Background: an optimization exercise with open tools, aiming at small area, a short achievable clock period and few clock cycles. Do not read the settings as production practice. In this exercise RTL edits were held to simulation tests only and were not proved equivalent to the original. No activity file was given, so power comes from the tool's default toggle rates.

==> flow/design.v <==
module nicore_mdu(
  input         clock,
  input         reset,
  input         flush,
  input         mul_valid,
  input         mulw,
  input  [1:0]  mul_op,
  input  [63:0] multiplicand,
  input  [63:0] multiplier,
  output        mul_out_valid,
  output [63:0] mul_result,
  input         div_valid,
  input         divw,
  input         div_signed,
  input  [63:0] dividend,
  input  [63:0] divisor,
  output        div_out_valid,
  output [63:0] quotient,
  output [63:0] remainder
);
  reg sMUL, sMCORR, sDSETUP, sDSHIFT, sDITER, sDCORR, sDNEGR, sDNEGQ, sDONE;
  reg [65:0] H;
  reg [63:0] L;
  reg [64:0] M;
  reg [6:0]  cnt;
  reg [6:0]  tsh;
  reg        prev;
  reg        isdiv, w, hi, sgn, corr, sa, sb, full, noit;
  reg cx_H, cx_HL, cx_nH, cx_nL;
  reg c0n, c0m1, c0m2, c1n, c1m1, c1m2, ccin, cinj0, cskip;
  function [6:0] lzc64(input [63:0] v);
    reg [31:0] z1; reg [31:0] c1;
    reg [15:0] z2; reg [31:0] c2;
    reg [7:0]  z3; reg [23:0] c3;
    reg [3:0]  z4; reg [15:0] c4;
    reg [1:0]  z5; reg [9:0]  c5;
    reg        z6; reg [5:0]  c6;
    integer k;
    begin
      for (k = 0; k < 32; k = k + 1) begin
        z1[k] = ~(v[2*k+1] | v[2*k]);
        c1[k] = ~v[2*k+1];
      end
      for (k = 0; k < 16; k = k + 1) begin
        z2[k] = z1[2*k+1] & z1[2*k];
        c2[2*k +: 2] = z1[2*k+1] ? {1'b1, c1[2*k]} : {1'b0, c1[2*k+1]};
      end
      for (k = 0; k < 8; k = k + 1) begin
        z3[k] = z2[2*k+1] & z2[2*k];
        c3[3*k +: 3] = z2[2*k+1] ? {1'b1, c2[2*(2*k) +: 2]} : {1'b0, c2[2*(2*k+1) +: 2]};
      end
      for (k = 0; k < 4; k = k + 1) begin
        z4[k] = z3[2*k+1] & z3[2*k];
        c4[4*k +: 4] = z3[2*k+1] ? {1'b1, c3[3*(2*k) +: 3]} : {1'b0, c3[3*(2*k+1) +: 3]};
      end
      for (k = 0; k < 2; k = k + 1) begin
        z5[k] = z4[2*k+1] & z4[2*k];
        c5[5*k +: 5] = z4[2*k+1] ? {1'b1, c4[4*(2*k) +: 4]} : {1'b0, c4[4*(2*k+1) +: 4]};
      end
      z6 = z5[1] & z5[0];
      c6 = z5[1] ? {1'b1, c5[4:0]} : {1'b0, c5[9:5]};
      lzc64 = z6 ? 7'd64 : {1'b0, c6};
    end
  endfunction
  function [2:0] booth(input [2:0] b);
    booth = {b[2], b[1] ^ b[0], (b[2] & ~b[1] & ~b[0]) | (~b[2] & b[1] & b[0])};
  endfunction
  wire [69:0] Hs  = {{4{H[65]}}, H};
  wire [69:0] X   = ({70{cx_H}}  &  Hs)
                  | ({70{cx_HL}} &  {{4{H[64]}}, H[64:0], L[63]})
                  | ({70{cx_nH}} & ~Hs)
                  | ({70{cx_nL}} &  {6'h3f, ~L});
  wire [69:0] Me  = {{5{M[64]}}, M};
  wire [69:0] Me2 = {Me[68:0], 1'b0};
  wire [69:0] pp0 = (({70{c0m1}} & Me) | ({70{c0m2}} & Me2)) ^ {70{c0n}};
  wire [69:0] pp1 = (({70{c1m1}} & Me) | ({70{c1m2}} & Me2)) ^ {70{c1n}};
  wire        inj1 = sMUL & c1n;
  wire        inj0 = (sMUL & c0n) | cinj0;
  wire [69:0] p1s = {pp1[67:0], inj1, inj1};
  wire [69:0] cs_s = X ^ pp0 ^ p1s;
  wire [69:0] cs_c = {(X[68:0] & pp0[68:0]) | (X[68:0] & p1s[68:0]) | (pp0[68:0] & p1s[68:0]), inj0};
  wire [70:0] sumx = {cs_s, 1'b1} + {cs_c, ccin};
  wire [69:0] sum  = sumx[70:1];
  wire        psn  = sum[65];
  wire        bzero  = (M[63:0] == 64'd0);
  wire        wrapU  = ~sgn & (w ? (M[31] & (|M[30:0])) : (M[63] & (|M[62:0])));
  wire        full_n = bzero | wrapU;
  wire [6:0]  lzAp   = lzc64(L);
  wire [6:0]  lzAn   = lzc64({~L[62:0], 1'b1});
  wire [6:0]  lzBp   = lzc64(M[63:0]);
  wire [6:0]  lzBn   = lzc64(~M[63:0]);
  wire [6:0]  lzA    = sa ? lzAn : lzAp;
  wire [6:0]  lzB    = sb ? lzBn : lzBp;
  wire [7:0]  dd     = {1'b0, lzB} - {1'b0, lzA};    
  wire        dbig   = dd[6] | (&dd[5:0]);
  reg  [6:0]  t_n, n_n;
  reg         noit_n;
  always @(*) begin
    noit_n = 1'b0;
    if (full_n) begin
      t_n = 7'd0; n_n = w ? 7'd31 : 7'd63;
    end else if (dd[7]) begin
      t_n = 7'd64; n_n = 7'd0; noit_n = 1'b1;
    end else if (dbig) begin
      t_n = 7'd0; n_n = 7'd63;
    end else begin
      t_n = {1'b0, ~dd[5:0]}; n_n = dd[6:0];
    end
  end
  wire [63:0] r0 = tsh[0] ? {L[62:0],  L[63]}     : L;
  wire [63:0] r1 = tsh[1] ? {r0[61:0], r0[63:62]} : r0;
  wire [63:0] r2 = tsh[2] ? {r1[59:0], r1[63:60]} : r1;
  wire [63:0] r3 = tsh[3] ? {r2[55:0], r2[63:56]} : r2;
  wire [63:0] r4 = tsh[4] ? {r3[47:0], r3[63:48]} : r3;
  wire [63:0] r5 = tsh[5] ? {r4[31:0], r4[63:32]} : r4;
  reg  [63:0] lowmask;
  integer i;
  always @(*) begin
    for (i = 0; i < 64; i = i + 1) lowmask[i] = ({1'b0, tsh} > i);
  end
  wire idle      = ~(sMUL | sMCORR | sDSETUP | sDSHIFT | sDITER | sDCORR | sDNEGR | sDNEGQ | sDONE);
  wire start_mul = idle & mul_valid & ~flush;
  wire start_div = idle & ~mul_valid & div_valid & ~flush;
  wire go        = ~flush;
  wire negq      = sa ^ sb;
  wire [6:0] cnt_m    = cnt - (cskip ? 7'd4 : 7'd1);
  wire       mul_last = (cnt_m == 7'd0);
  wire       cnt_z    = (cnt == 7'd0);
  wire       cnt_1    = (cnt == 7'd1);
  wire goto_post = go & ((sDSHIFT & noit) | (sDITER & cnt_z & ~psn));
  wire nMUL   = start_mul | (sMUL & go & ~mul_last);
  wire nMCORR = sMUL & go & mul_last & corr;
  wire nDSETUP = start_div;
  wire nDSHIFT = sDSETUP & go;
  wire nDITER = go & ((sDSHIFT & ~noit) | (sDITER & ~cnt_z));
  wire nDCORR = go & sDITER & cnt_z & psn;
  wire nDNEGR = goto_post & sa;
  wire post_q = (goto_post & ~sa) | (go & (sDNEGR | sDCORR));    
  wire nDNEGQ = post_q & negq;
  wire nDONE  = (sMUL & go & mul_last & ~corr) | (sMCORR & go) | (post_q & ~negq) | (go & sDNEGQ);
  wire [16:0] mwin = start_mul ? {multiplier[15:0], 1'b0}
                   : (cskip ? L[31:15] : L[19:3]);
  wire [2:0]  nb0  = booth(mwin[2:0]);
  wire [2:0]  nb1  = booth(mwin[4:2]);
  wire [6:0]  cnt_mn = start_mul ? (mulw ? 7'd8 : 7'd16) : cnt_m;
  wire        skip_n = (mwin == 17'd0 || mwin == {17{1'b1}}) && (cnt_mn >= 7'd4);
  wire psign_n = sDITER & psn;
  wire subM_n  = ~psign_n ^ sb;
  wire sa_in   = div_signed & (divw ? dividend[31] : dividend[63]);
  wire sb_in   = div_signed & (divw ? divisor[31] : divisor[63]);
  always @(posedge clock) begin
    if (reset) begin
      sMUL <= 1'b0; sMCORR <= 1'b0; sDSETUP <= 1'b0; sDSHIFT <= 1'b0; sDITER <= 1'b0;
      sDCORR <= 1'b0; sDNEGR <= 1'b0; sDNEGQ <= 1'b0; sDONE <= 1'b0;
    end else begin
      sMUL <= nMUL; sMCORR <= nMCORR; sDSETUP <= nDSETUP; sDSHIFT <= nDSHIFT; sDITER <= nDITER;
      sDCORR <= nDCORR; sDNEGR <= nDNEGR; sDNEGQ <= nDNEGQ; sDONE <= nDONE;
    end
  end
  always @(posedge clock) begin
    cx_H  <= nMUL | nMCORR | (nDCORR & ~sa);
    cx_HL <= nDITER;
    cx_nH <= nDNEGR | (nDCORR & sa);
    cx_nL <= nDNEGQ | (nDSETUP & sa_in);
    c0m1  <= (nMUL & nb0[1]) | nMCORR | nDITER | nDCORR | (nDSETUP & ~sa_in);
    c0m2  <= nMUL & nb0[0];
    c0n   <= (nMUL & nb0[2]) | (nDITER & subM_n) | (nDCORR & (sb ^ sa)) | (nDSETUP & ~sa_in);
    c1m1  <= nMUL & nb1[1];
    c1m2  <= nMUL & nb1[0];
    c1n   <= nMUL & nb1[2];
    ccin  <= (nMUL & nb1[2]) | (nDITER & subM_n) | (nDCORR & (sb | sa)) | nDSETUP | nDNEGR | nDNEGQ;
    cinj0 <= nDCORR & sa & ~sb;
    cskip <= nMUL & skip_n;
  end
  always @(posedge clock) begin
    if (idle) begin
      H    <= 66'd0;
      prev <= 1'b0;
      cnt  <= mulw ? 7'd8 : 7'd16;
      if (mul_valid) begin
        isdiv <= 1'b0;
        w     <= mulw;
        hi    <= ~mulw & (mul_op != 2'd0);
        corr  <= ~mulw & mul_op[1] & multiplier[63];
        L     <= multiplier;
        M     <= {mul_op[0] & multiplicand[63], multiplicand};
      end else begin
        isdiv <= 1'b1;
        w     <= divw;
        sgn   <= div_signed;
        sa    <= sa_in;
        sb    <= sb_in;
        L     <= divw ? {{32{div_signed & dividend[31]}}, dividend[31:0]} : dividend;
        M     <= divw ? {{33{div_signed & divisor[31]}}, divisor[31:0]}
                      : {div_signed & divisor[63], divisor};
      end
    end
    if (sMUL) begin
      if (cskip) begin
        H    <= {{16{H[65]}}, H[65:16]};
        L    <= {H[15:0], L[63:16]};
        prev <= L[15];
      end else begin
        H    <= sum[69:4];
        L    <= {sum[3:0], L[63:4]};
        prev <= L[3];
      end
      cnt <= cnt_m;
    end
    if (sMCORR | sDCORR | sDNEGR) H <= sum[65:0];
    if (sDSETUP) begin
      full <= full_n;
      noit <= noit_n;
      tsh  <= t_n;
      cnt  <= n_n;
      if (sa) begin
        L <= sum[63:0];
        H <= 66'd0;
      end else begin
        H <= w ? {34'd0, sum[31:0]} : {2'b00, sum[63:0]};
      end
    end
    if (sDSHIFT) begin
      if (full) begin
        if (w) L <= {L[31:0], 31'd0, 1'b1};
      end else begin
        H <= {2'b00, r5 & lowmask};
        L <= r5 & ~lowmask;
      end
    end
    if (sDITER) begin
      H     <= sum[65:0];
      L     <= {L[62:0], ~psn};
      cnt   <= cnt - 7'd1;
    end
    if (sDNEGQ) L <= sum[63:0];
  end
  assign mul_out_valid = sDONE & ~isdiv;
  assign div_out_valid = sDONE & isdiv;
  assign mul_result    = w ? {{32{L[63]}}, L[63:32]} : (hi ? H[63:0] : L);
  assign quotient      = L;
  assign remainder     = H[63:0];
endmodule
==> flow/run.sh <==
#!/bin/bash
# synth_recipe.tcl (not shown) runs the flow's synth.tcl, then flattens the netlist and writes it again
# the make line also repeats each setting of config.mk as NAME=value (left out here)
make -C /OpenROAD-flow-scripts/flow DESIGN_CONFIG=/design/flow/config.mk WORK_HOME=/design/flow/orfs CLKGATE_MAP_FILE= SYNTH_SCRIPT=/design/flow/synth_recipe.tcl finish
==> flow/config.mk <==
export PLATFORM = sky130hd
export DESIGN_NAME = nicore_mdu
export DESIGN_NICKNAME = nicore_mdu
export VERILOG_FILES = /design/flow/design.v
export SDC_FILE = /design/flow/constraint.sdc
export NUM_CORES = 4
export LEC_CHECK = 0
export ABC_AREA = 1
export CAP_MARGIN = 20
export CORE_MARGIN = 2
export CORE_UTILIZATION = 30
export SETUP_SLACK_MARGIN = 5
export SLEW_MARGIN = 20
==> flow/constraint.sdc <==
create_clock -name core_clock -period 10.0 [get_ports {clock}]
set_input_delay 2.0000 -clock core_clock [delete_from_list [all_inputs] [get_ports {clock}]]
set_output_delay 2.0000 -clock core_clock [all_outputs]
set_load 0.01 [all_outputs]
==> reports/metrics.cfg, run 1 <==
[outcome]
outcome=finished clean

[power_and_ir_drop]
p_leak_nw=21.4
total_power_w=0.00857
ir_worst_vdd_mv=0.116
power_density_nw_per_um2=179

[global_route]
grt.total_usage_pct=48.7
grt_max_degree=115
antenna_found_initial=49
gr-total-overflow=0
grt_pass1_wl_mm=439
first_global_vias=50900

[worst_setup_path]
crit_path_top_delay_cell=o21ai_0
worstPathCellList=inv_1, o21ai_0, nor2_1, a31oi_1, nand2_1, nand3_1, nand2_1, o21a_1, nand2_1, o21ai_0, a21oi_1, nand2_1, nand2_1
crit_fanout=8
critPathRequiredTime_ps=10570
cp.buffers_inverters=1
setup.worst_path.start_class=register
cp.arrival_ps=5680
cpMostUsedCell=nand2_1
max_stage_delay_ps=1080
worst-setup-path-type=register to register
cp_top_family=compound AO/OA/AOI/OAI gates
end_kind=register

[final_layout]
stdcell_area_um2=48000
multi_input_area_um2=29000
seqCellArea_um2=5720
final_cell_mix=nand2_1 (1907), inv_1 (733), o21ai_0 (651), nand3_1 (647), a21oi_1 (478)
layout_commonest_cell=nand2_1
area_growth_pct=24.8
nNetsFinal=7554
fillCellCount=14400
drive_above_1_share_pct=8.62

[detailed_routing]
drtIter0Drc=8941
finalWirelength_mm=332
drtPass1Iterations=7
postRouteAntennaNets=0
via_per_inst=6.32
post_drt_wl_per_cell_um=37.5
drcViolationCount=0
vias=56000

[sta]
tightest_slew_ps=1290
maxSlewHeadroom_pct=13.4
maxSlewViolCount=0
max_freq_mhz=196
finalHoldViolCount=0
hold_slack_ps=582
finalSetupViolCount=0
min_period_ps=5110
rsz0062_at_grt=true
skew_ps=41.7
tns_ps=0
finalCritPeriodShare_pct=51.1

[yosys]
synthArstFlopShare_pct=0
synth_cells=6866
synth_edf_count=87
yosys.area_share.simple_pct=34.7
yosysSeqAreaShare_pct=14.7
synth_compound_area_share_pct=26.8
synth-adder-area-share_pct=6.44
synthDistinctLibCells=55
synth_mux_area_share_pct=0.390
avgSynthCellArea_um2=5.60
synth_ff_type=dfxtp_1
syn_nets=7288
ys_seq_elements=239
synth_top_family_by_area=simple AND/OR/NAND/NOR gates
ys_warn_count=1
synth_area_um2=38500
synth_xor_area_share_pct=3.83

[floorplanning]
die_y_um=362
rows=131
start_util_pct=30.2
io_pins=460
die_x_um=362
coreArea_um2=127000
die_area_um2=131000

[flow_run]
cap_violations=0

[clock_network]
tritoncts=built
numCtsBuffers=35
clk_path_buf_depth=3
clk_latency_ps=650
cts.clk_slew.worst_paths_ps=60
hold_buffers=0
clock-sinks=239
htree_levels=2
clock-root-buffer=clkbuf_16

[placed_design]
hpwl_mm=257
routabilityCongestion=1.16
port_buffers=459
dpl_cell_area_um2=44500

[min_path]
hold_path.class=register to register

==> synth_stat cells (all sizes together) (13+ instances only) <==
master   number  area, um2
a31oi        73        457
nor2        445       1690
o21bai       27        203
mux2i        15        150
o22ai       174       1090
or2          28        175
ha           86       1080
clkbuf      292       1100
nor3         78        405
xor2        165       1450
buf         184        981
inv         777       2920
a21oi       498       2490
a22oi        56        420
nor4         13       87.6
nand4        50        313
dfxtp       152       3040
nand3       658       3300
o2111ai      28        245
nand2      1933       7260
fa           70       1400
o211ai      102        766
edfxtp       87       2610
o21ai       721       3610
a221oi       42        368
o221ai       27        236
==> where the power goes <==
part | total [W] | switching (W) | internal (W)
combinational | 0.00566 | 0.00412 | 0.00155
clock | 0.00140 | 0.000617 | 0.000782
sequential | 0.00151 | 0.000342 | 0.00116
==> path summary, 6_finish.rpt <==
| path | from | endpoint | slack (ps) | cells past startpoint |
|---|---|---|---|---|
| hold / removal | corr | sMCORR | 580 | 2 |
| hold reg to reg | corr | sMCORR | 580 | 2 |
| setup / recovery | L[15] | H[7] | 4890 | 13 |
| setup reg to reg | L[15] | H[7] | 4890 | 13 |
==> worst min-delay path, stage by stage, from the launching register on <==
cell and delay [ps]:
edfxtp_1 350, nand2_1 100, nor2_1 90
==> sequential cells by signal, summed over array words and instances, names as in the netlist, 6 cells and up <==
register	flops
L	64
cnt	7
M	65
tsh	6
H	66
==> metrics by stage <==
| step | setup WS [ps] | util (%) | instances |
|---|---|---|---|
| 3_3_place_gp | 3530 | 35.0 | 8698 |
| 2_1_floorplan | 5980 | - | 6866 |
| 3_5_place_dp | 3530 | 35.0 | 8698 |
| 6_report | 4890 | 37.7 | 8857 |
| 5_1_grt | 4870 | 37.6 | 8823 |
| 4_1_cts | 4960 | 36.6 | 8779 |
==> area by class of cell <==
cell class              count  share of cell area [%]
inverters                 787                    6.40
clock buffers              45                    2.07
repair buffers            704                    14.2
flip-flops and latches    239                    11.9
multi-input cells        5364                    60.5
repair inverters            1                  0.0156
well taps                1662                    4.33
clock inverters            17                   0.386
diodes                     38                   0.198
==> logic make-up after synthesis <==
family / after synthesis
and+or+nand+nor: 3222
AOI/OAI and AO/OA: 1803
buffers and inverters: 1263
DFF: 239
xor gates and xnor gates: 168
adders and majority gates: 156
muxes: 15
==> metal layers <==
layer | track usage (%) | up-vias | part of all wire [%]
met1 | 56.7 | 26600 | 36
met4 | 44.0 | 16 | 11
met2 | 71.5 | 4420 | 41
li1 | - | 23600 | -
met3 | 15.4 | 1284 | 12
met5 | 0 | - | 0.033
==> repair_timing <==
| action | 4_1_cts | 5_1_grt |
|---|---|---|
| buffers inserted | 17 | 33 |
| cloned | 2 | 2 |
| gates resized for setup | 169 | 207 |
| pin swaps | 2 | 15 |
| endpoints found under the setup margin | 210 | 125 |
Testbench counts, summed over its fixed seeds: cycles 39,640.
==> inputs of run 2 (changes only) <==
--- a/flow/design.v
+++ b/flow/design.v
@@ -106,7 +106,6 @@
     end else begin
-      t_n = {1'b0, ~dd[5:0]}; n_n = dd[6:0];
-    end
-  end
-  wire [63:0] r0 = tsh[0] ? {L[62:0],  L[63]}     : L;
-  wire [63:0] r1 = tsh[1] ? {r0[61:0], r0[63:62]} : r0;
+      t_n = {1'b0, ~dd[5:2], 2'b00}; n_n = {dd[6:2], 2'b11};
+    end
+  end
+  wire [63:0] r1 = L;
   wire [63:0] r2 = tsh[2] ? {r1[59:0], r1[63:60]} : r1;
==> flow/flow/run.sh (new file) <==
#!/bin/bash
# The standard layout, with a small buffer (buf_1) on every input and output
# port instead of the resizer's default choice. Everything else, synthesis
# included, is the standard flow (standard.sh).
set -euo pipefail
export BUFFER_PORTS_ARGS="-buffer_cell sky130_fd_sc_hd__buf_1"
bash standard.sh finish > standard.log 2>&1
==> flow/standard.sh (new file) <==
#!/bin/bash
# synth_recipe.tcl (not shown) runs the flow's synth.tcl, then flattens the netlist and writes it again
# the make line also repeats each setting of config.mk as NAME=value (left out here)
make -C /OpenROAD-flow-scripts/flow DESIGN_CONFIG=/design/flow/config.mk WORK_HOME=/design/flow/orfs CLKGATE_MAP_FILE= SYNTH_SCRIPT=/design/flow/synth_recipe.tcl "${@:-finish}"
--- a/flow/config.mk
+++ b/flow/config.mk
@@ -7,6 +7,5 @@
 export LEC_CHECK = 0
-export ABC_AREA = 1
 export CAP_MARGIN = 20
 export CORE_MARGIN = 2
-export CORE_UTILIZATION = 30
+export CORE_UTILIZATION = 40
 export SETUP_SLACK_MARGIN = 5
removed: flow/run.sh
==> reports/metrics.cfg, run 2 <==
[sta]
skew_ps=47.2  ; was 41.7 ps
finalHoldViolCount=0  ; unchanged
min_period_ps=5030  ; was 5110 ps
tns_ps=0  ; unchanged
maxSlewHeadroom_pct=5.41  ; was 13.4%
tightest_slew_ps=1410  ; was 1290 ps
fin_ws_ps=4970  ; was 4890 ps
rsz0062_at_grt=true  ; unchanged
finalSetupViolCount=0  ; unchanged
maxSlewViolCount=0  ; unchanged
finalCritPeriodShare_pct=50.3  ; was 51.1%
max_freq_mhz=199  ; was 196 MHz

[detailed_routing]
vias=42800  ; was 56000
finalWirelength_mm=215  ; was 332 mm
drcViolationCount=0  ; unchanged
postRouteAntennaNets=0  ; unchanged
via_per_inst=7.14  ; was 6.32
drtIter0Drc=7103  ; was 8941
post_drt_wl_per_cell_um=35.9  ; was 37.5 um
drtPass1Iterations=9  ; was 7

[placed_design]
dp_worst_setup_slack_ps=3440  ; was 3530 ps
hpwl_mm=158  ; was 257 mm
dpl_cell_area_um2=36600  ; was 44500 um2
port_buffers=459  ; unchanged
routabilityCongestion=1.14  ; was 1.16

[clock_network]
htree_levels=2  ; unchanged
cts.clk_slew.worst_paths_ps=60  ; about the same
clk_latency_ps=600  ; was 650 ps
clk_path_buf_depth=3  ; unchanged
hold_buffers=0  ; unchanged
tritoncts=built  ; unchanged
numCtsBuffers=34  ; was 35
clock-root-buffer=clkbuf_16  ; unchanged
clock-sinks=237  ; was 239

[floorplanning]
die_area_um2=88600  ; was 131000 um2
start_util_pct=40.4  ; was 30.2%
die_y_um=298  ; was 362 um
io_pins=460  ; unchanged
die_x_um=298  ; was 362 um
coreArea_um2=85300  ; was 127000 um2
rows=107  ; was 131

[final_layout]
largestRegisters=H (66), M (65), L (64)  ; unchanged
regMostFlops=H  ; unchanged
layout_commonest_cell=nand2_1  ; unchanged
stdcell_area_um2=39800  ; was 48000 um2
area_growth_pct=15.5  ; was 24.8%
largest_register_ffs=66  ; unchanged
final_cell_mix=nand2_1 (463), buf_1 (458), a21oi_1 (416), o21ai_0 (397), nor2_1 (282)  ; was nand2_1 (1907), inv_1 (733), o21ai_0 (651), nand3_1 (647), a21oi_1 (478)
fillCellCount=8872  ; was 14400
nNetsFinal=5242  ; was 7554
drive_above_1_share_pct=15.8  ; was 8.62%

[yosys]
netlist_top_cells_count=nand2_1 (465), a21oi_1 (432), o21ai_0 (417)  ; was nand2_1 (1931), inv_1 (761), o21ai_0 (687)
synthDistinctLibCells=97  ; was 55
synthTopCellsByArea=dfxtp_1 (8.8%), edfxtp_1 (7.4%), a21oi_1 (6.3%)  ; was nand2_1 (19%), o21ai_0 (8.9%), nand3_1 (8.5%)
synth_compound_area_share_pct=33.1  ; was 26.8%
synth_xor_area_share_pct=5.46  ; was 3.83%
synth_top_area_share_pct=8.82  ; was 18.8%
synth_ff_type=dfxtp_1  ; unchanged
synth.most_common_cell=nand2_1  ; unchanged
yosys.area_share.simple_pct=15.0  ; was 34.7%
synth_top_family_by_area=compound AO/OA/AOI/OAI gates  ; was simple AND/OR/NAND/NOR gates
synth_mux_area_share_pct=14.0  ; was 0.390%
synth_cells=4626  ; was 6866
ys_warn_count=1  ; unchanged
synth_edf_count=85  ; was 87
synth_area_um2=34500  ; was 38500 um2
avgSynthCellArea_um2=7.45  ; was 5.60 um2
synth-adder-area-share_pct=7.18  ; was 6.44%
ys_seq_elements=237  ; was 239
synthArstFlopShare_pct=0  ; unchanged
yosysSeqAreaShare_pct=16.2  ; was 14.7%
syn_nets=5048  ; was 7288
yosysTopAreaCell=dfxtp_1  ; was nand2_1

[global_route]
antenna_found_initial=20  ; was 49
gr-total-overflow=0  ; unchanged
first_global_vias=38600  ; was 50900
grt_max_degree=115  ; unchanged
grt.total_usage_pct=45.9  ; was 48.7%
grt_pass1_wl_mm=294  ; was 439 mm

[worst_setup_path]
crit_fanout=7  ; was 8
worstPathCellList=inv_1, nor4_4, nor2b_4, nand2_1, a31oi_2, o32ai_4, o41ai_2, nand2_1, o21ai_2, ha_1, a21oi_2, o21ai_2, a21oi_1, o21bai_1, a21o_1, a21o_1, or2_1, and2_4, a221oi_2, a21oi_1  ; was inv_1, o21ai_0, nor2_1, a31oi_1, nand2_1, nand3_1, nand2_1, o21a_1, nand2_1, o21ai_0, a21oi_1, nand2_1, nand2_1
crit_path_top_delay_cell=dfxtp_1  ; was o21ai_0
worst-setup-path-type=register to register  ; unchanged
cp.arrival_ps=5340  ; was 5680 ps
critPathRequiredTime_ps=10300  ; was 10570 ps
max_stage_delay_ps=680  ; was 1080 ps
end_kind=register  ; unchanged
setup.worst_path.start_class=register  ; unchanged
reg2reg_depth=20  ; was 13

[flow_run]
cap_violations=0  ; unchanged

[power_and_ir_drop]
ir_worst_vdd_mv=0.120  ; was 0.116 mV
p_leak_nw=14.9  ; was 21.4 nW
power_density_nw_per_um2=188  ; was 179 nW/um2

[outcome]
outcome=finished clean  ; unchanged

[min_path]
whs_path_depth=1  ; was 2
hold_path.class=register to register  ; unchanged

run 2: final cells by class:
| type | instances | area [um2] | share of cell area (%) |
|---|---|---|---|
| diodes | 9 | 22.5 | 0.0566 |
| multi-input cells | 3631 | 27000 | 67.7 |
| clock buffers | 42 | 922 | 2.32 |
| inverters | 218 | 840 | 2.11 |
| well taps | 1144 | 1430 | 3.59 |
| repair buffers | 698 | 3820 | 9.59 |
| flip-flops and latches | 237 | 5690 | 14.3 |
| clock inverters | 16 | 115 | 0.289 |
run 2: cells by family (layout without fill, tap and decap cells):
family | Yosys count | count (layout)
other | 0 | 9
buffers and inverters | 758 | 974
XOR/XNOR | 214 | 214
AND/OR/NAND/NOR | 1142 | 1142
adder cells (fa/ha/maj) | 156 | 156
multiplexers | 384 | 384
AO/OA/AOI/OAI | 1735 | 1735
flip-flops | 237 | 237
run 2: through the flow:
stage | hold WS (ps) | util, % | power, W | instances
6_report | 544 | 46.7 | 0.00750 | 5995
5_1_grt | 569 | 46.7 | 0.00760 | 5986
4_1_cts | 529 | 45.1 | 0.00693 | 5921
3_5_place_dp | 517 | 42.9 | 0.00558 | 5840
3_3_place_gp | 544 | 42.9 | 0.00557 | 5840
2_1_floorplan | 537 | - | 0.00378 | 4626
run 2: where the power goes:
part | switching (W) | total [W] | internal, W
registers | 0.000287 | 0.00144 | 0.00115
clock network | 0.000561 | 0.00124 | 0.000679
logic | 0.00333 | 0.00482 | 0.00150
run 2: timing repair:
item,4_1_cts,5_1_grt
setup buffers,23,63
setup endpoints to repair,149,81
gates resized for setup,137,171
pin swaps,11,28
gates cloned,0,1
run 2: final timing paths:
path                from  endpoint  slack [ps]
setup / recovery   L[54]    cnt[4]        4970
hold / removal    sDNEGQ      L[0]         540
setup reg to reg   L[54]    cnt[4]        4970
hold reg to reg   sDNEGQ      L[0]         540
run 2: routing by layer:
| layer | global-route usage [%] | vias to the layer above | wire length [um] |
|---|---|---|---|
| li1 | - | 17500 | - |
| met1 | 58.4 | 20500 | 80400 |
| met2 | 61.9 | 3739 | 81900 |
| met3 | 19.0 | 1026 | 32600 |
| met4 | 32.7 | 22 | 20200 |
| met5 | 0.108 | - | 165 |
run 2: critical path, delay by kind of cell (launching register included):
family | cells | cell delay, ps
buffers and inverters | 1 | 370
AND/OR/NAND/NOR | 6 | 1430
flip-flops | 1 | 680
AO/OA/AOI/OAI | 12 | 1990
adder cells (fa/ha/maj) | 1 | 280
Testbench counts of run 2, summed over its fixed seeds: cycles 40,663.
==> inputs of run 3 (changes only) <==
--- a/flow/design.v
+++ b/flow/design.v
@@ -20,3 +20,3 @@
 );
-  reg sMUL, sMCORR, sDSETUP, sDSHIFT, sDITER, sDCORR, sDNEGR, sDNEGQ, sDONE;
+  reg sMUL, sMCORR, sDSETUP, sDSHR, sDITER, sDCORR, sDNEGR, sDNEGQ, sDONE;
   reg [65:0] H;
@@ -25,5 +25,5 @@
   reg [6:0]  cnt;
-  reg [6:0]  tsh;
+  reg [4:0]  rsh;      
   reg        prev;
-  reg        isdiv, w, hi, sgn, corr, sa, sb, full, noit;
+  reg        isdiv, w, hi, sgn, corr, sa, sb, full;
   reg cx_H, cx_HL, cx_nH, cx_nL;
@@ -95,3 +95,4 @@
   wire        dbig   = dd[6] | (&dd[5:0]);
-  reg  [6:0]  t_n, n_n;
+  reg  [6:0]  n_n;
+  reg  [4:0]  rsh_n;
   reg         noit_n;
@@ -100,22 +101,13 @@
     if (full_n) begin
-      t_n = 7'd0; n_n = w ? 7'd31 : 7'd63;
+      n_n = w ? 7'd31 : 7'd63; rsh_n = 5'd0;
     end else if (dd[7]) begin
-      t_n = 7'd64; n_n = 7'd0; noit_n = 1'b1;
+      n_n = 7'd0; rsh_n = 5'd0; noit_n = 1'b1;
     end else if (dbig) begin
-      t_n = 7'd0; n_n = 7'd63;
+      n_n = 7'd63; rsh_n = 5'd16;
     end else begin
-      t_n = {1'b0, ~dd[5:2], 2'b00}; n_n = {dd[6:2], 2'b11};
-    end
-  end
-  wire [63:0] r1 = L;
-  wire [63:0] r2 = tsh[2] ? {r1[59:0], r1[63:60]} : r1;
-  wire [63:0] r3 = tsh[3] ? {r2[55:0], r2[63:56]} : r2;
-  wire [63:0] r4 = tsh[4] ? {r3[47:0], r3[63:48]} : r3;
-  wire [63:0] r5 = tsh[5] ? {r4[31:0], r4[63:32]} : r4;
-  reg  [63:0] lowmask;
-  integer i;
-  always @(*) begin
-    for (i = 0; i < 64; i = i + 1) lowmask[i] = ({1'b0, tsh} > i);
-  end
-  wire idle      = ~(sMUL | sMCORR | sDSETUP | sDSHIFT | sDITER | sDCORR | sDNEGR | sDNEGQ | sDONE);
+      n_n = {dd[6:2], 2'b11}; rsh_n = {1'b0, dd[5:2]} + 5'd1;
+    end
+  end
+  wire [4:0] rsh_m = rsh - (cskip ? 5'd4 : 5'd1);
+  wire idle      = ~(sMUL | sMCORR | sDSETUP | sDSHR | sDITER | sDCORR | sDNEGR | sDNEGQ | sDONE);
   wire start_mul = idle & mul_valid & ~flush;
@@ -128,3 +120,3 @@
   wire       cnt_1    = (cnt == 7'd1);
-  wire goto_post = go & ((sDSHIFT & noit) | (sDITER & cnt_z & ~psn));
+  wire goto_post = go & ((sDSETUP & noit_n) | (sDITER & cnt_z & ~psn));
   wire nMUL   = start_mul | (sMUL & go & ~mul_last);
@@ -132,4 +124,4 @@
   wire nDSETUP = start_div;
-  wire nDSHIFT = sDSETUP & go;
-  wire nDITER = go & ((sDSHIFT & ~noit) | (sDITER & ~cnt_z));
+  wire nDSHR  = go & ((sDSETUP & ~full_n & ~noit_n) | (sDSHR & (rsh_m != 5'd0)));
+  wire nDITER = go & ((sDSETUP & full_n) | (sDSHR & (rsh_m == 5'd0)) | (sDITER & ~cnt_z));
   wire nDCORR = go & sDITER & cnt_z & psn;
@@ -151,6 +143,6 @@
     if (reset) begin
-      sMUL <= 1'b0; sMCORR <= 1'b0; sDSETUP <= 1'b0; sDSHIFT <= 1'b0; sDITER <= 1'b0;
+      sMUL <= 1'b0; sMCORR <= 1'b0; sDSETUP <= 1'b0; sDSHR <= 1'b0; sDITER <= 1'b0;
       sDCORR <= 1'b0; sDNEGR <= 1'b0; sDNEGQ <= 1'b0; sDONE <= 1'b0;
     end else begin
-      sMUL <= nMUL; sMCORR <= nMCORR; sDSETUP <= nDSETUP; sDSHIFT <= nDSHIFT; sDITER <= nDITER;
+      sMUL <= nMUL; sMCORR <= nMCORR; sDSETUP <= nDSETUP; sDSHR <= nDSHR; sDITER <= nDITER;
       sDCORR <= nDCORR; sDNEGR <= nDNEGR; sDNEGQ <= nDNEGQ; sDONE <= nDONE;
@@ -159,3 +151,3 @@
   always @(posedge clock) begin
-    cx_H  <= nMUL | nMCORR | (nDCORR & ~sa);
+    cx_H  <= nMUL | nMCORR | nDSHR | (nDCORR & ~sa);
     cx_HL <= nDITER;
@@ -171,3 +163,3 @@
     cinj0 <= nDCORR & sa & ~sb;
-    cskip <= nMUL & skip_n;
+    cskip <= (nMUL & skip_n) | (nDSHR & ((sDSETUP ? rsh_n : rsh_m) >= 5'd4));
   end
@@ -175,3 +167,3 @@
     if (idle) begin
-      H    <= 66'd0;
+      H    <= mul_valid ? 66'd0 : {2'b00, divw ? {{32{div_signed & dividend[31]}}, dividend[31:0]} : dividend};
       prev <= 1'b0;
@@ -196,3 +188,3 @@
     end
-    if (sMUL) begin
+    if (sMUL | sDSHR) begin
       if (cskip) begin
@@ -206,4 +198,5 @@
       end
-      cnt <= cnt_m;
-    end
+    end
+    if (sMUL) cnt <= cnt_m;
+    if (sDSHR) rsh <= rsh_m;
     if (sMCORR | sDCORR | sDNEGR) H <= sum[65:0];
@@ -211,18 +204,15 @@
       full <= full_n;
-      noit <= noit_n;
-      tsh  <= t_n;
+      rsh  <= rsh_n;
       cnt  <= n_n;
-      if (sa) begin
-        L <= sum[63:0];
-        H <= 66'd0;
+      if (full_n) begin
+        if (sa) begin
+          H <= 66'd0;
+          L <= w ? {sum[31:0], 31'd0, 1'b1} : sum[63:0];
+        end else begin
+          H <= w ? {34'd0, sum[31:0]} : {2'b00, sum[63:0]};
+          if (w) L <= {L[31:0], 31'd0, 1'b1};
+        end
       end else begin
-        H <= w ? {34'd0, sum[31:0]} : {2'b00, sum[63:0]};
-      end
-    end
-    if (sDSHIFT) begin
-      if (full) begin
-        if (w) L <= {L[31:0], 31'd0, 1'b1};
-      end else begin
-        H <= {2'b00, r5 & lowmask};
-        L <= r5 & ~lowmask;
+        if (sa) H <= {2'b00, sum[63:0]};
+        L <= 64'd0;
       end
==> reports/metrics.cfg, run 3 <==
[global_route]
first_global_vias=32500  ; was 38600
antenna_found_initial=14  ; was 20
grt_pass1_wl_mm=241  ; was 294 mm
gr-total-overflow=0  ; unchanged
grt.total_usage_pct=42.7  ; was 45.9%
grt_max_degree=78  ; was 115

[final_layout]
multi_input_area_um2=22900  ; was 27000 um2
fillCellCount=7657  ; was 8872
area_growth_pct=15.7  ; was 15.5%
regMostFlops=H  ; unchanged
final_cell_mix=buf_1 (457), nand2_1 (368), a21oi_1 (340), nor2_1 (259), o21ai_0 (247)  ; was nand2_1 (463), buf_1 (458), a21oi_1 (416), o21ai_0 (397), nor2_1 (282)
drive_above_1_share_pct=14.5  ; was 15.8%
seqCellArea_um2=5690  ; about the same
final_cell_count_no_fill=5263  ; was 5995
largest_register_ffs=66  ; unchanged
nNetsFinal=4690  ; was 5242
stdcell_area_um2=35000  ; was 39800 um2
largestRegisters=H (66), M (65), L (64)  ; unchanged
layout_commonest_cell=buf_1  ; was nand2_1

[yosys]
yosysTopAreaCell=dfxtp_1  ; unchanged
syn_nets=4493  ; was 5048
synth_edf_count=84  ; was 85
synth_top_area_share_pct=10.0  ; was 8.82%
synthTopCellsByArea=dfxtp_1 (10%), edfxtp_1 (8.3%), a21oi_1 (5.8%)  ; was dfxtp_1 (8.8%), edfxtp_1 (7.4%), a21oi_1 (6.3%)
ys_seq_elements=236  ; was 237
yosysSeqAreaShare_pct=18.4  ; was 16.2%
synth_cells=4067  ; was 4626
synth_ff_type=dfxtp_1  ; unchanged
synthArstFlopShare_pct=0  ; unchanged
avgSynthCellArea_um2=7.45  ; about the same
synth.most_common_cell=nand2_1  ; unchanged
ys_warn_count=1  ; unchanged
netlist_top_cells_count=nand2_1 (370), a21oi_1 (350), clkbuf_1 (350)  ; was nand2_1 (465), a21oi_1 (432), o21ai_0 (417)
synthDistinctLibCells=89  ; was 97
synth_area_um2=30300  ; was 34500 um2

[sta]
skew_ps=47.2  ; about the same
maxSlewViolCount=0  ; unchanged
finalSetupViolCount=0  ; unchanged
tns_ps=0  ; unchanged
rsz0062_at_grt=true  ; unchanged
finalCritPeriodShare_pct=50.8  ; was 50.3%
tightest_slew_ps=1330  ; was 1410 ps
fin_ws_ps=4920  ; was 4970 ps
max_freq_mhz=197  ; was 199 MHz
maxSlewHeadroom_pct=10.8  ; was 5.41%
finalHoldViolCount=0  ; unchanged
min_period_ps=5080  ; was 5030 ps

[min_path]
worstHoldEndpoint=L[23]  ; was L[0]
hold_path_startpoint=L[22]  ; was sDNEGQ
whs_path_depth=2  ; was 1
hold_path.class=register to register  ; unchanged

[power_and_ir_drop]
total_power_w=0.00813  ; was 0.00750 W
p_leak_nw=13.2  ; was 14.9 nW
clock_power_share_pct=15.7  ; was 16.5%
switchingPower_w=0.00460  ; was 0.00418 W
power_density_nw_per_um2=232  ; was 188 nW/um2
sw_frac_of_total_pct=56.5  ; was 55.7%
ir_worst_vdd_mv=0.160  ; was 0.120 mV
p_int_w=0.00354  ; was 0.00333 W
p_comb_share_pct=63.3  ; was 64.3%
seq_power_share_pct=21.0  ; was 19.2%

[clock_network]
clock-sinks=236  ; was 237
numCtsBuffers=31  ; was 34
htree_levels=1  ; was 2
clk_latency_ps=660  ; was 600 ps
clk_path_buf_depth=3  ; unchanged
cts.clk_slew.worst_paths_ps=70  ; was 60 ps
clock-root-buffer=clkbuf_16  ; unchanged
tritoncts=built  ; unchanged

[detailed_routing]
postRouteAntennaNets=0  ; unchanged
drtIter0Drc=6163  ; was 7103
drcViolationCount=0  ; unchanged
post_drt_wl_per_cell_um=33.5  ; was 35.9 um
drtPass1Iterations=8  ; was 9
finalWirelength_mm=176  ; was 215 mm
via_per_inst=6.89  ; was 7.14
vias=36300  ; was 42800

[worst_setup_path]
critPathRequiredTime_ps=10480  ; was 10300 ps
reg2reg_depth=13  ; was 20
rr_endpoint=L[48]  ; was cnt[4]
r2r_slack_ps=4920  ; was 4970 ps
worst-setup-path-type=register to register  ; unchanged
crit_fanout=8  ; was 7
r2r-start=H[26]  ; was L[54]
cp.arrival_ps=5560  ; was 5340 ps
setup.worst_path.start_class=register  ; unchanged
end_kind=register  ; unchanged

[flow_run]
cap_violations=0  ; unchanged

[floorplanning]
die_y_um=279  ; was 298 um
rows=100  ; was 107
start_util_pct=40.5  ; was 40.4%
io_pins=460  ; unchanged
die_x_um=279  ; was 298 um
die_area_um2=77900  ; was 88600 um2
coreArea_um2=74700  ; was 85300 um2

[placed_design]
dp.cells=5106  ; was 5840
dp_worst_setup_slack_ps=3520  ; was 3440 ps
dpl_cell_area_um2=31900  ; was 36600 um2
hpwl_mm=133  ; was 158 mm
routabilityCongestion=1.12  ; was 1.14
port_buffers=459  ; unchanged

[outcome]
outcome=finished clean  ; unchanged

[run 3: changes by cell type after synthesis, sizes merged, moves of 34 or more]
cell    change
clkbuf     -34
and3       +48
mux4       -64
o21ai     -163
a21oi      -81
nand2      -95
mux2       -45
[run 3: cell type report]
type,instances,area share (%)
well taps,969,3.46
inverters,215,2.32
clock buffers,43,2.63
flip-flops and latches,236,16.2
multi-input cells,3132,65.2
clock inverters,15,0.589
repair buffers,648,9.51
diodes,5,0.0357
[run 3: what timing repair did]
action / CTS / global route
gates cloned: 0 / 1
hold buffers: 0 / 0
resized for setup: 114 / 166
pin swaps: 4 / 17
endpoints found under the setup margin: 116 / 99
buffers inserted: 21 / 72
[run 3: worst max-delay path, stage by stage, from the launching register on]
cell and delay, ps:
dfxtp_1 660, mux2_2 390, a221o_1 330, fa_1 450, ha_1 480, nand4_1 190, or2_2 360, o221ai_1 360
o22ai_1 160, nor2_1 150, a211oi_1 90, xnor2_1 650, a21oi_1 140, nor3_1 520
[run 3: cell families (layout without fill, tap and decap cells)]
group	count (synthesis)	count (layout)	share of synthesized area (%)
other	0	5	0
AOI/OAI and AO/OA	1428	1428	32.0
buffers and inverters	699	921	9.76
and+or+nand+nor	1093	1093	17.1
xor gates and xnor gates	208	208	6.02
muxes	243	243	8.43
DFF	236	236	18.4
adders and majority gates	160	160	8.35
[run 3: worst max path at each step]
stage | startpoint | endpoint | slack (ps) | depth (start not counted)
2_1_floorplan | c1n | H[57] | 5300 | 17
3_3_place_gp | L[42] | cx_nL | 3420 | 18
3_5_place_dp | L[42] | cx_nL | 3520 | 18
4_1_cts | c1m1 | cx_nL | 4900 | 17
5_1_grt | M[36] | cskip | 4860 | 19
6_report | H[26] | L[48] | 4920 | 13
[run 3: through the flow]
stage                     hold slack, ps  utilization [%]
final                                564             46.9
after global routing                 613             46.9
after CTS                            561             45.1
after detailed placement             543             42.7
after global placement               536             42.7
after floorplan                      577                -
[run 3: routing by layer]
layer	vias up	wire length (um)	share of wire, %	track usage (%)
met5	-	97	0.055	0
met4	10	14600	8.3	26.8
met3	753	25800	15	16.8
met2	2974	70200	40	60.4
met1	17200	65600	37	53.9
li1	15400	-	-	-
[run 3: power groups by stage]
stage	Clock (W)	Sequential (W)	Combinational (W)
5_1_grt	0.00131	0.00169	0.00530
6_report	0.00128	0.00171	0.00515
4_1_cts	0.00127	0.00167	0.00458
3_5_place_dp	0	0.00170	0.00445
3_3_place_gp	0	0.00170	0.00446
2_1_floorplan	0	0.00135	0.00282
Testbench counts of run 3, summed over its fixed seeds: cycles 40,753.

==> separate check: timing with driven ports <==
Ports are ideal in the flow. The routed layouts listed here were re-timed in OpenROAD.
Step 1: set_driving_cell puts a clkbuf_16 on clock and a buf_2 on each other input, an assumption about the parent block.
Step 2 adds t to the input delays and takes it off the output delays; t is the mean of the earliest and latest rising clock arrival at the registers after step 1. Input paths then give back, and output paths get back, about the clock's delay inside the block.
a / b / c = ideal / step 1 / step 2; a / b = the first two.
| run | t (ns) | slack for setup (ns) | slew at the worst register clock pin (ns) |
|---|---|---|---|
| run 1 | 0.697 | 4.890 / 4.890 / 4.220 | 0.07 / 0.07 |
| run 2 | 0.653 | 4.968 / 4.945 / 4.509 | 0.07 / 0.07 |
| run 3 | 0.710 | 4.923 / 4.917 / 4.377 | 0.07 / 0.07 |
After both steps every run listed still meets setup and hold. The setup slack of run 1, which loses most, moves by 0.000 ns with the drivers and by -0.670 ns with both steps.
